Background: an optimization exercise with open tools, aiming at small area and a short achievable clock period. Do not read the settings as production practice.
At most, simulation tests tie the RTL to the original design; equivalence was not proved.

==> run a: inputs <==
// FLP_multiplier_4
module FLP_multiplier_4(
    input [31:0] A,
    input [31:0] B,
    input rst,
    input clk,
    output [31:0] result
);
==> module FLP_multiplier_4, before the edit <==
module FLP_multiplier_4(
    input [31:0] A,
    input [31:0] B,
    input rst,
    input clk,
    output [31:0] result
);
    reg [22:0] a1, b1;
    reg s1;
    reg [7:0] ea1, eb1;
    always @(posedge clk) begin
        a1 <= A[22:0];
        b1 <= B[22:0];
        ea1 <= A[30:23];
        eb1 <= B[30:23];
        s1 <= A[31] ^ B[31];
    end
    wire [7:0] e1 = ea1 + eb1 + 8'd129;
    wire [25:0] a3_0 = {2'b01, A[22:0]} + {1'b1, A[22:0], 1'b0};
    reg [25:0] a3_1;
    always @(posedge clk) a3_1 <= a3_0;
    wire [39:0] dg0;
    booth8_enc enc(.b(B[22:0]), .dg(dg0));
    reg [39:0] dg1;
    always @(posedge clk) dg1 <= dg0;
    wire [110:0] z;
    wire zc;
    mul_s1 st1(.a(a1), .a3(a3_1), .dg(dg1), .z(z), .cout(zc));
    reg [110:0] z2;
    reg c2;
    reg [7:0] e2;
    reg sg2;
    always @(posedge clk) begin
        z2 <= z;
        c2 <= zc;
        e2 <= e1;
        sg2 <= s1;
    end
    wire hi;
    wire [22:0] m, ml, mh;
    mul_s2 st2(.z(z2), .cin(c2), .hi(hi), .ml(ml), .mh(mh), .m(m));
    wire [7:0] e2i = e2 + 8'd1;
    wire [7:0] e = hi ? e2i : e2;
    reg [31:0] r3;
    always @(posedge clk) r3 <= {sg2, e, m};
    assign result = r3;
endmodule
clock: 7.0 ns
lec_check: 0
cap_margin: 20
core_margin: 2
core_utilization: 40
setup_slack_margin: 3.5
slew_margin: 20
standard.sh (not shown) runs the stock make flow with config.mk's settings and CLKGATE_MAP_FILE= SYNTH_SCRIPT=/design/flow/synth_recipe.tcl, a recipe that flattens the netlist after the stock synthesis.
==> flow/flow/run.sh <==
#!/bin/bash
set -o pipefail
bash standard.sh ADDER_MAP_FILE= "BUFFER_PORTS_ARGS=-buffer_cell sky130_fd_sc_hd__buf_2" finish > flow_make.log 2>&1
==> run b: changes against run a <==
--- a/flow/design.v
+++ b/flow/design.v
@@ -1041,8 +1041,16 @@
     wire [22:0] m, ml, mh;
     mul_s2 st2(.z(z2), .cin(c2), .hi(hi), .ml(ml), .mh(mh), .m(m));
     wire [7:0] e2i = e2 + 8'd1;
-    wire [7:0] e = hi ? e2i : e2;
-    reg [31:0] r3;
-    always @(posedge clk) r3 <= {sg2, e, m};
-    assign result = r3;
+    reg [22:0] ml3, mh3;
+    reg [7:0] e3, e3i;
+    reg hi3, sg3;
+    always @(posedge clk) begin
+        ml3 <= ml;
+        mh3 <= mh;
+        e3 <= e2;
+        e3i <= e2i;
+        hi3 <= hi;
+        sg3 <= sg2;
+    end
+    assign result = {sg3, hi3 ? e3i : e3, hi3 ? mh3 : ml3};
 endmodule
==> impl_metrics.yaml <==
yosys:
  netlist.area_leader.share_pct: 26.01
  synth_cells: 2498
detailed_routing:
  wl_per_cell_um: 20.19
outcome:
  status: "complete, no violations"
The numbers above come from run b.

==> impl_metrics.yaml <==
yosys:
  netlist.area_leader.share_pct: 23.73
  synth_cells: 2486
  muxShareOfSynthArea_pct: 1.026
outcome:
  status: "complete, no violations"
sta:
  setup_viol: 0
detailed_routing:
  wl_per_cell_um: 21.61
placement:
  place_hpwl_um: 46910
The numbers above come from run a.

No run of this note included a check of the RTL's function; only the layout flow was run.

* * *

==> inputs of willow <==
FLP_multiplier_4, a different RTL version from the one above (not shown whole).
clock: 7.0 ns
lec_check: 0
cap_margin: 20
core_margin: 2
core_utilization: 40
cts_buf_list: sky130_fd_sc_hd__clkbuf_4 sky130_fd_sc_hd__clkbuf_8
setup_slack_margin: 3.5
slew_margin: 20
Scripts as last shown in full above: flow/flow/run.sh
==> nickel (differences from willow) <==
--- a/flow/design.v
+++ b/flow/design.v
@@ -1,13 +1,13 @@
 module mul_s1(
     input  [22:0] a,
     input  [25:0] a3,
     input  [39:0] dg,
-    output [75:0] z,
+    output [71:0] z,
     output cout
 );
     wire pp1 = ((dg[0] & a[0]) | (dg[2] & a3[0])) ^ dg[4];
     wire pp2 = ((dg[0] & a[1]) | (dg[1] & a[0]) | (dg[2] & a3[1])) ^ dg[4];
     wire pp3 = ((dg[0] & a[2]) | (dg[1] & a[1]) | (dg[2] & a3[2]) | (dg[3] & a[0])) ^ dg[4];
     wire pp4 = ((dg[0] & a[3]) | (dg[1] & a[2]) | (dg[2] & a3[3]) | (dg[3] & a[1])) ^ dg[4];
     wire pp5 = ((dg[0] & a[4]) | (dg[1] & a[3]) | (dg[2] & a3[4]) | (dg[3] & a[2])) ^ dg[4];
     wire pp6 = ((dg[0] & a[5]) | (dg[1] & a[4]) | (dg[2] & a3[5]) | (dg[3] & a[3])) ^ dg[4];
@@ -592,24 +592,24 @@
     wire s585 = (a[20] ^ nn189) ^ pp213;
     wire c586 = (a[20] & nn189) | (pp213 & (a[20] ^ nn189));
     wire s587 = c582 ^ s585;
     wire c588 = c582 & s585;
     wire s589 = (a[21] ^ pp214) ^ c586;
     wire c590 = (a[21] & pp214) | (c586 & (a[21] ^ pp214));
     wire s591 = a[22] ^ pp215;
     wire c592 = a[22] & pp215;
-    wire [9:0] lr0 = {s237, c230, s227, s225, c220, c218, pp28, pp3, pp2, dg[4]};
-    wire [9:0] lr1 = {s239, s233, s229, s223, s221, s219, s217, 1'b0, 1'b0, pp1};
-    wire [10:0] lsum = {1'b0, lr0} + {1'b0, lr1};
-    assign cout = lsum[10];
-    assign z = {c592, nn216, c590, s591, s589, c588, s587, c584, c580, s583, s579, c576, s575, c570, c564, s569, s563, c558, s557, c550, c542, s549, s541, c534, s533, c524, c514, s523, s513, c504, s503, c492, c480, s491, s479, c468, s467, c454, s453, c440, s439, s437, c412, s425, s411, c398, s397, c384, s383, c370, s369, c356, s355, c342, s341, s339, s329, s327, s317, c306, s305, c296, s295, c286, s285, c276, s275, s273, s267, s265, s259, c252, s251, c246, s245, s243};
+    wire [11:0] lr0 = {c246, s243, s237, c230, s227, s225, c220, c218, pp28, pp3, pp2, dg[4]};
+    wire [11:0] lr1 = {s251, s245, s239, s233, s229, s223, s221, s219, s217, 1'b0, 1'b0, pp1};
+    wire [12:0] lsum = {1'b0, lr0} + {1'b0, lr1};
+    assign cout = lsum[12];
+    assign z = {c592, nn216, c590, s591, s589, c588, s587, c584, c580, s583, s579, c576, s575, c570, c564, s569, s563, c558, s557, c550, c542, s549, s541, c534, s533, c524, c514, s523, s513, c504, s503, c492, c480, s491, s479, c468, s467, c454, s453, c440, s439, s437, c412, s425, s411, c398, s397, c384, s383, c370, s369, c356, s355, c342, s341, s339, s329, s327, s317, c306, s305, c296, s295, c286, s285, c276, s275, s273, s267, s265, s259, c252};
 endmodule
 module mul_s2(
-    input  [75:0] z,
+    input  [71:0] z,
     input  cin,
     output hi,
     output [22:0] ml,
     output [22:0] mh,
     output [22:0] m
 );
     wire s593 = z[0] ^ z[1];
     wire c594 = z[0] & z[1];
@@ -626,78 +626,74 @@
     wire s605 = z[12] ^ z[13];
     wire c606 = z[12] & z[13];
     wire s607 = z[14] ^ z[15];
     wire c608 = z[14] & z[15];
     wire s609 = z[16] ^ z[17];
     wire c610 = z[16] & z[17];
     wire s611 = z[18] ^ z[19];
     wire c612 = z[18] & z[19];
-    wire s613 = z[20] ^ z[21];
-    wire c614 = z[20] & z[21];
-    wire s615 = z[22] ^ z[23];
-    wire c616 = z[22] & z[23];
-    wire s617 = (z[24] ^ z[25]) ^ 1'b1;
-    wire c618 = (z[24] & z[25]) | (1'b1 & (z[24] ^ z[25]));
-    wire s619 = c616 ^ s617;
-    wire c620 = c616 & s617;
-    wire s621 = (z[26] ^ z[27]) ^ c618;
-    wire c622 = (z[26] & z[27]) | (c618 & (z[26] ^ z[27]));
-    wire s623 = z[28] ^ z[29];
-    wire c624 = z[28] & z[29];
-    wire s625 = z[30] ^ z[31];
-    wire c626 = z[30] & z[31];
+    wire s613 = (z[20] ^ z[21]) ^ 1'b1;
+    wire c614 = (z[20] & z[21]) | (1'b1 & (z[20] ^ z[21]));
+    wire s615 = c612 ^ s613;
+    wire c616 = c612 & s613;
+    wire s617 = (z[22] ^ z[23]) ^ c614;
+    wire c618 = (z[22] & z[23]) | (c614 & (z[22] ^ z[23]));
+    wire s619 = z[24] ^ z[25];
+    wire c620 = z[24] & z[25];
+    wire s621 = z[26] ^ z[27];
+    wire c622 = z[26] & z[27];
+    wire s623 = (z[28] ^ z[29]) ^ 1'b1;
+    wire c624 = (z[28] & z[29]) | (1'b1 & (z[28] ^ z[29]));
+    wire s625 = (z[30] ^ z[31]) ^ 1'b1;
+    wire c626 = (z[30] & z[31]) | (1'b1 & (z[30] ^ z[31]));
     wire s627 = (z[32] ^ z[33]) ^ 1'b1;
     wire c628 = (z[32] & z[33]) | (1'b1 & (z[32] ^ z[33]));
-    wire s629 = (z[34] ^ z[35]) ^ 1'b1;
-    wire c630 = (z[34] & z[35]) | (1'b1 & (z[34] ^ z[35]));
+    wire s629 = z[34] ^ z[35];
+    wire c630 = z[34] & z[35];
     wire s631 = (z[36] ^ z[37]) ^ 1'b1;
     wire c632 = (z[36] & z[37]) | (1'b1 & (z[36] ^ z[37]));
-    wire s633 = z[38] ^ z[39];
-    wire c634 = z[38] & z[39];
-    wire s635 = (z[40] ^ z[41]) ^ 1'b1;
-    wire c636 = (z[40] & z[41]) | (1'b1 & (z[40] ^ z[41]));
+    wire s633 = (z[38] ^ z[39]) ^ 1'b1;
+    wire c634 = (z[38] & z[39]) | (1'b1 & (z[38] ^ z[39]));
+    wire s635 = z[40] ^ z[41];
+    wire c636 = z[40] & z[41];
     wire s637 = (z[42] ^ z[43]) ^ 1'b1;
     wire c638 = (z[42] & z[43]) | (1'b1 & (z[42] ^ z[43]));
-    wire s639 = z[44] ^ z[45];
-    wire c640 = z[44] & z[45];
-    wire s641 = (z[46] ^ z[47]) ^ 1'b1;
-    wire c642 = (z[46] & z[47]) | (1'b1 & (z[46] ^ z[47]));
+    wire s639 = (z[44] ^ z[45]) ^ 1'b1;
+    wire c640 = (z[44] & z[45]) | (1'b1 & (z[44] ^ z[45]));
+    wire s641 = z[46] ^ z[47];
+    wire c642 = z[46] & z[47];
     wire s643 = (z[48] ^ z[49]) ^ 1'b1;
     wire c644 = (z[48] & z[49]) | (1'b1 & (z[48] ^ z[49]));
-    wire s645 = z[50] ^ z[51];
-    wire c646 = z[50] & z[51];
-    wire s647 = (z[52] ^ z[53]) ^ 1'b1;
-    wire c648 = (z[52] & z[53]) | (1'b1 & (z[52] ^ z[53]));
+    wire s645 = (z[50] ^ z[51]) ^ 1'b1;
+    wire c646 = (z[50] & z[51]) | (1'b1 & (z[50] ^ z[51]));
+    wire s647 = z[52] ^ z[53];
+    wire c648 = z[52] & z[53];
     wire s649 = (z[54] ^ z[55]) ^ 1'b1;
     wire c650 = (z[54] & z[55]) | (1'b1 & (z[54] ^ z[55]));
-    wire s651 = z[56] ^ z[57];
-    wire c652 = z[56] & z[57];
-    wire s653 = (z[58] ^ z[59]) ^ 1'b1;
-    wire c654 = (z[58] & z[59]) | (1'b1 & (z[58] ^ z[59]));
+    wire s651 = (z[56] ^ z[57]) ^ 1'b1;
+    wire c652 = (z[56] & z[57]) | (1'b1 & (z[56] ^ z[57]));
+    wire s653 = z[58] ^ z[59];
+    wire c654 = z[58] & z[59];
     wire s655 = (z[60] ^ z[61]) ^ 1'b1;
     wire c656 = (z[60] & z[61]) | (1'b1 & (z[60] ^ z[61]));
-    wire s657 = z[62] ^ z[63];
-    wire c658 = z[62] & z[63];
-    wire s659 = (z[64] ^ z[65]) ^ 1'b1;
-    wire c660 = (z[64] & z[65]) | (1'b1 & (z[64] ^ z[65]));
+    wire s657 = (z[62] ^ z[63]) ^ 1'b1;
+    wire c658 = (z[62] & z[63]) | (1'b1 & (z[62] ^ z[63]));
+    wire s659 = z[64] ^ z[65];
+    wire c660 = z[64] & z[65];
     wire s661 = (z[66] ^ z[67]) ^ 1'b1;
     wire c662 = (z[66] & z[67]) | (1'b1 & (z[66] ^ z[67]));
-    wire s663 = z[68] ^ z[69];
-    wire c664 = z[68] & z[69];
+    wire s663 = (z[68] ^ z[69]) ^ 1'b1;
+    wire c664 = (z[68] & z[69]) | (1'b1 & (z[68] ^ z[69]));
     wire s665 = (z[70] ^ z[71]) ^ 1'b1;
     wire c666 = (z[70] & z[71]) | (1'b1 & (z[70] ^ z[71]));
-    wire s667 = (z[72] ^ z[73]) ^ 1'b1;
-    wire c668 = (z[72] & z[73]) | (1'b1 & (z[72] ^ z[73]));
-    wire s669 = (z[74] ^ z[75]) ^ 1'b1;
-    wire c670 = (z[74] & z[75]) | (1'b1 & (z[74] ^ z[75]));
-    wire [47:10] x = {c668, c666, c664, s663, c660, c658, s657, c654, c652, s651, c648, c646, s645, c642, c640, s639, c636, c634, s633, c630, c628, c626, c624, s623, c620, s619, c614, c612, c610, c608, c606, c604, c602, c600, c598, c596, c594, cin};
-    wire [47:10] y = {s669, s667, s665, c662, s661, s659, c656, s655, s653, c650, s649, s647, c644, s643, s641, c638, s637, s635, c632, s631, s629, s627, s625, c622, s621, 1'b0, s615, s613, s611, s609, s607, s605, s603, s601, s599, s597, s595, s593};
-    wire [12:0] lz = x[21:10] + y[21:10];
-    wire c22 = lz[12];    
+    wire [47:12] x = {c664, c662, c660, s659, c656, c654, s653, c650, c648, s647, c644, c642, s641, c638, c636, s635, c632, c630, s629, c626, c624, c622, c620, s619, c616, s615, c610, c608, c606, c604, c602, c600, c598, c596, c594, cin};
+    wire [47:12] y = {s665, s663, s661, c658, s657, s655, c652, s651, s649, c646, s645, s643, c640, s639, s637, c634, s633, s631, c628, s627, s625, s623, s621, c618, s617, 1'b0, s611, s609, s607, s605, s603, s601, s599, s597, s595, s593};
+    wire [10:0] lz = x[21:12] + y[21:12];
+    wire c22 = lz[10];    
     wire kp = x[22] & c22, khi = x[22] | c22;
     wire g23_23 = x[23] & y[23];
     wire p23_23 = x[23] ^ y[23];
     wire g24_24 = x[24] & y[24];
     wire p24_24 = x[24] ^ y[24];
     wire g25_25 = x[25] & y[25];
     wire p25_25 = x[25] ^ y[25];
     wire g26_26 = x[26] & y[26];
@@ -1066,20 +1062,20 @@
     end
     wire [25:0] a3_0 = {2'b01, A[22:0]} + {1'b1, A[22:0], 1'b0};
     reg [25:0] a3_1;
     always @(posedge clk) a3_1 <= a3_0;
     wire [39:0] dg0;
     booth8_enc enc(.b(B[22:0]), .dg(dg0));
     reg [39:0] dg1;
     always @(posedge clk) dg1 <= dg0;
-    wire [75:0] z;
+    wire [71:0] z;
     wire zc;
     mul_s1 st1(.a(a1), .a3(a3_1), .dg(dg1), .z(z), .cout(zc));
-    reg [75:0] z2;
+    reg [71:0] z2;
     reg c2;
     reg [7:0] e2;
     reg sg2;
     always @(posedge clk) begin
         z2 <= z;
         c2 <= zc;
         e2 <= e1;
         sg2 <= s1;
==> summary.txt <==
| Result | Value | Unit |
| --- | --- | --- |
| Outcome | finished clean | - |
| Worst reg2reg path startpoint | z2[27] | - |
| Arithmetic-cell share of the synthesized area counting full adders, half adders and majority gates | 6.399 | % |
| Area share of the largest cell type after synthesis | 21.57 | % |
| Post-synthesis compound-gate area fraction | 26.74 | % |
| Critical path, cell by cell | xnor2_4 -> mux2_4 -> maj3_4 -> o211ai_1 -> o31ai_4 -> a21oi_2 -> o21ai_2 -> a21oi_2 -> xnor2_2 -> a31o_4 -> buf_12 -> or3_4 -> nor3_4 -> xor2_1 | - |
| Number of buffers outside the clock class in the layout | 180 | - |
| Largest fanout on the critical path | 6 | - |
[end of results for willow]
==> summary.txt <==
| Result | Value | Unit |
| --- | --- | --- |
| Number of buffers outside the clock class in the layout | 156 | - |
| Fraction of final layout cells with drive strength greater than 1 | 12.32 | % |
| Wire length the detailed router placed on met1 | 29080 | um |
| Sequential cell area | 4240 | um^2 |
| Maximum clock skew at final layout | 0.06807 | ns |
| Hold bufs inserted after CTS | 0 | - |
| Largest fanout on the critical path | 8 | - |
| IO Count | 98 | - |
| Pre-CTS WS | 3.130 | ns |
| Cell Area, Synth | 21090 | um^2 |
| Worst reg2reg path startpoint | a3_1[2] | - |
| Post-synthesis compound-gate area fraction | 26.90 | % |
| Clock latency on the worst-skew pair | 0.62 | ns |
| Number of flip-flops under the largest register name | 71 | - |
| Arithmetic-cell share of the synthesized area counting full adders, half adders and majority gates | 6.312 | % |
| Area share of the largest cell type after synthesis | 22.05 | % |
| Outcome | finished clean | - |
[end of results for nickel]
No functional check of the RTL was part of willow.

[re-timing with driven ports]
No port has a modelled driver above. Below, the same layouts with a new extraction and two added sets of constraints.
Step 1 assumes that a clkbuf_16 drives the clock port and a buf_2 every other input.
Step 2, shift: input delay + t, output delay - t, t = (earliest + latest rising clock arrival at the registers) / 2. This alone moves slack from input paths to output paths.
Three values: ideal ports, drivers, drivers and shift; two values: the first two.
run | t (ns) | setup WS [ns] | hold WS [ns] | worst register clock-pin slew, ns | cell pins on the clock port's net
run a | 0.639 | 3.343 / 3.343 / 2.995 | 0.328 / 0.328 / 0.328 | 0.06 / 0.06 | 1
run b | 0.633 | 3.589 / 3.612 / 2.979 | 0.326 / 0.326 / 0.326 | 0.07 / 0.07 | 1
willow | 0.641 | 3.531 / 3.531 / 2.938 | 0.325 / 0.325 / 0.325 | 0.07 / 0.07 | 1
nickel | 0.646 | 3.590 / 3.590 / 3.300 | 0.326 / 0.326 / 0.326 | 0.07 / 0.07 | 1
After both steps every run listed still meets setup and hold. The setup slack of run b, which loses most, moves by +0.023 ns with the drivers and by -0.610 ns with both steps.
